From an optimization exercise on the open Yosys and OpenROAD flow, aimed at small area; shortcuts taken in it are not production practice.
Only simulation tests tie the RTL to the original design; equivalence was not proved.
Power and IR drop assume default switching activity.

Design router_top, start of the top module:
module router_top(
    input clk,resetn,
    input read_en_0,read_en_1,read_en_2,
    input pkt_valid,
    input [7:0]data_in,
    output [7:0]data_out_0,data_out_1,data_out_2,
    output valid_out_0,valid_out_1,valid_out_2,
    output err,busy
    );
Settings: LEC_CHECK=0, CAP_MARGIN=20, CORE_MARGIN=2, CORE_UTILIZATION=65, PLACE_DENSITY=0.75, SLEW_MARGIN=20; clock period 5.0 ns.
standard.sh (not shown) runs the stock make flow with config.mk's settings and CLKGATE_MAP_FILE= SYNTH_SCRIPT=/design/flow/synth_recipe.tcl, a recipe that flattens the netlist after the stock synthesis.
==> flow/flow/run.sh <==
#!/bin/bash
# The standard layout (standard.sh), with these changes:
#  - synthesis: the standard flow's script, but ABC maps with flow/abc_area.script
#    (area recovery in &nf); everything before and after ABC, and so every
#    register, is as in the standard synthesis;
#  - clock tree: clkbuf_16 leaf buffers in clusters of up to 25 flip-flops,
#    without dummy loads;
#  - port buffers: buf_1.
set -euo pipefail
HERE=$(pwd)
sed "s#source \$::env(SCRIPTS_DIR)/synth_preamble.tcl#source \$::env(SCRIPTS_DIR)/synth_preamble.tcl\nset abc_args [lreplace \$abc_args 1 1 $HERE/flow/abc_area.script]#" \
  "$FLOW_HOME/scripts/synth.tcl" > synth_abc.tcl
sed "s#source \$::env(SCRIPTS_DIR)/synth.tcl#source $HERE/synth_abc.tcl#" synth_recipe.tcl > synth_recipe_abc.tcl
sed "s#SYNTH_SCRIPT=[^ ]*#SYNTH_SCRIPT=$HERE/synth_recipe_abc.tcl#" standard.sh > standard_abc.sh
export CTS_ARGS="-sink_clustering_enable -repair_clock_nets -dont_use_dummy_load -sink_clustering_size 16 -sink_clustering_max_diameter 60 -buf_list sky130_fd_sc_hd__clkbuf_8"
export BUFFER_PORTS_ARGS="-buffer_cell sky130_fd_sc_hd__buf_1"
bash standard_abc.sh > standard.log 2>&1
==> flow/flow/abc_area.script <==
&get -n
&st
&dch
&nf -R 1000
&st
&syn2
&if -g -K 6
&synch2
&nf -R 1000
&st
&syn2
&if -g -K 6
&synch2
&nf -R 1000
&put
Rerun with:
--- a/flow/flow/run.sh
+++ b/flow/flow/run.sh
@@ -14,3 +14,3 @@
 sed "s#SYNTH_SCRIPT=[^ ]*#SYNTH_SCRIPT=$HERE/synth_recipe_abc.tcl#" standard.sh > standard_abc.sh
-export CTS_ARGS="-sink_clustering_enable -repair_clock_nets -dont_use_dummy_load -sink_clustering_size 16 -sink_clustering_max_diameter 60 -buf_list sky130_fd_sc_hd__clkbuf_8"
+export CTS_ARGS="-sink_clustering_enable -repair_clock_nets -dont_use_dummy_load -sink_clustering_size 25 -sink_clustering_max_diameter 100 -buf_list sky130_fd_sc_hd__clkbuf_16"
 export BUFFER_PORTS_ARGS="-buffer_cell sky130_fd_sc_hd__buf_1"
After rerunning: Clock skew shrinks by 0.016 ns. Routed wire length shrinks slightly. Non-clock buffer count does not change. Flip-flop and latch count stays the same. Via count barely changes. Total power grows slightly. Area after synthesis stays the same.
Rerun with:
==> flow/run.sh (new file) <==
#!/bin/bash
# synth_recipe.tcl (not shown) runs the flow's synth.tcl, then flattens the netlist and writes it again
# the make line also repeats each setting of config.mk as NAME=value (left out here)
make -C /OpenROAD-flow-scripts/flow DESIGN_CONFIG=/design/flow/config.mk WORK_HOME=/design/flow/orfs CLKGATE_MAP_FILE= SYNTH_SCRIPT=/design/flow/synth_recipe.tcl finish
CORE_UTILIZATION = 40   (was 65)
CTS_BUF_LIST = sky130_fd_sc_hd__clkbuf_16   (was default)
CTS_CLUSTER_DIAMETER = 100   (was default)
CTS_CLUSTER_SIZE = 25   (was default)
PLACE_DENSITY = default   (was 0.75)
removed: flow/flow/run.sh
removed: flow/flow/abc_area.script
removed: flow/standard.sh
The changed run went through all stages and came out clean.
Combinational power went up by 46%.
Routed wire length climbs by 4.8%.
Critical path depth came out higher by 6.
Global-route usage is lower by 8.8 points.
Fmax goes up by 2.2%.
Area after synthesis rises by 3.2%.
Power rose by 7.9%.
Rerun with:
==> flow/flow/run.sh (new file) <==
#!/bin/bash
# The standard layout (standard.sh), with these changes:
#  - synthesis: the standard flow's script, but ABC maps with flow/abc_area.script
#    (area recovery in &nf); everything before and after ABC, and so every
#    register, is as in the standard synthesis;
#  - clock tree: clkbuf_16 leaf buffers in clusters of up to 25 flip-flops,
#    without dummy loads;
#  - port buffers: buf_1.
set -euo pipefail
HERE=$(pwd)
sed "s#source \$::env(SCRIPTS_DIR)/synth_preamble.tcl#source \$::env(SCRIPTS_DIR)/synth_preamble.tcl\nset abc_args [lreplace \$abc_args 1 1 $HERE/flow/abc_area.script]#" \
  "$FLOW_HOME/scripts/synth.tcl" > synth_abc.tcl
sed "s#source \$::env(SCRIPTS_DIR)/synth.tcl#source $HERE/synth_abc.tcl#" synth_recipe.tcl > synth_recipe_abc.tcl
sed "s#SYNTH_SCRIPT=[^ ]*#SYNTH_SCRIPT=$HERE/synth_recipe_abc.tcl#" standard.sh > standard_abc.sh
export CTS_ARGS="-sink_clustering_enable -repair_clock_nets -dont_use_dummy_load -sink_clustering_size 16 -sink_clustering_max_diameter 60 -buf_list sky130_fd_sc_hd__clkbuf_8"
export BUFFER_PORTS_ARGS="-buffer_cell sky130_fd_sc_hd__buf_1"
bash standard_abc.sh > standard.log 2>&1
==> flow/flow/abc_area.script (new file) <==
&get -n
&st
&dch
&nf -R 1000
&st
&syn2
&if -g -K 6
&synch2
&nf -R 1000
&st
&syn2
&if -g -K 6
&synch2
&nf -R 1000
&put
==> flow/standard.sh (new file) <==
#!/bin/bash
# synth_recipe.tcl (not shown) runs the flow's synth.tcl, then flattens the netlist and writes it again
# the make line also repeats each setting of config.mk as NAME=value (left out here)
make -C /OpenROAD-flow-scripts/flow DESIGN_CONFIG=/design/flow/config.mk WORK_HOME=/design/flow/orfs CLKGATE_MAP_FILE= SYNTH_SCRIPT=/design/flow/synth_recipe.tcl "${@:-finish}"
CAP_MARGIN = 0   (was 20)
CORE_UTILIZATION = 80   (was 40)
CTS_BUF_LIST = default   (was sky130_fd_sc_hd__clkbuf_16)
CTS_CLUSTER_DIAMETER = default   (was 100)
CTS_CLUSTER_SIZE = default   (was 25)
PLACE_DENSITY = 0.88   (was default)
SLEW_MARGIN = 0   (was 20)
removed: flow/run.sh
- utilization goes up by 42 points
- count of clock-buffer cells in the layout goes up by 11
- non-clock buffer count goes down by 13
- via count goes up by 5.6%
- power goes down by 8.9%
- critical path depth goes down by 6
- synthesized area goes down by 3.1%
- sequential share of layout area goes up by 4.2 points

[static timing again, ports no longer ideal]
The flow's constraints put no driver on any port. The routed layouts listed below were extracted and timed again, unchanged, in two steps.
Step 1 assumes that a clkbuf_16 drives the clock port and a buf_2 every other input.
Step 2 also shifts input and output timing later by t, the mid clock arrival at the registers, as if the neighbouring blocks saw the same clock.
a / b / c = ideal ports / drivers / drivers and shift; a / b = the first two.
run	shift t [ns]	setup slack, ns	worst setup path after step 2	worst register clock-pin slew, ns	cell pins on the clock port's net
the first run	0.614	1.770 / 1.770 / 1.659	input to register	0.10 / 0.10	1
the second run	0.610	1.754 / 1.754 / 1.632	input to register	0.10 / 0.10	1
the third run	0.624	1.824 / 1.852 / 1.228	input to register	0.10 / 0.10	1
the fourth run	0.607	1.783 / 1.783 / 1.783	register to register	0.10 / 0.10	1
After both steps every run listed still meets setup and hold. For the third run, which loses most, drivers alone change the setup slack by +0.028 ns; drivers and shift together by -0.596 ns.
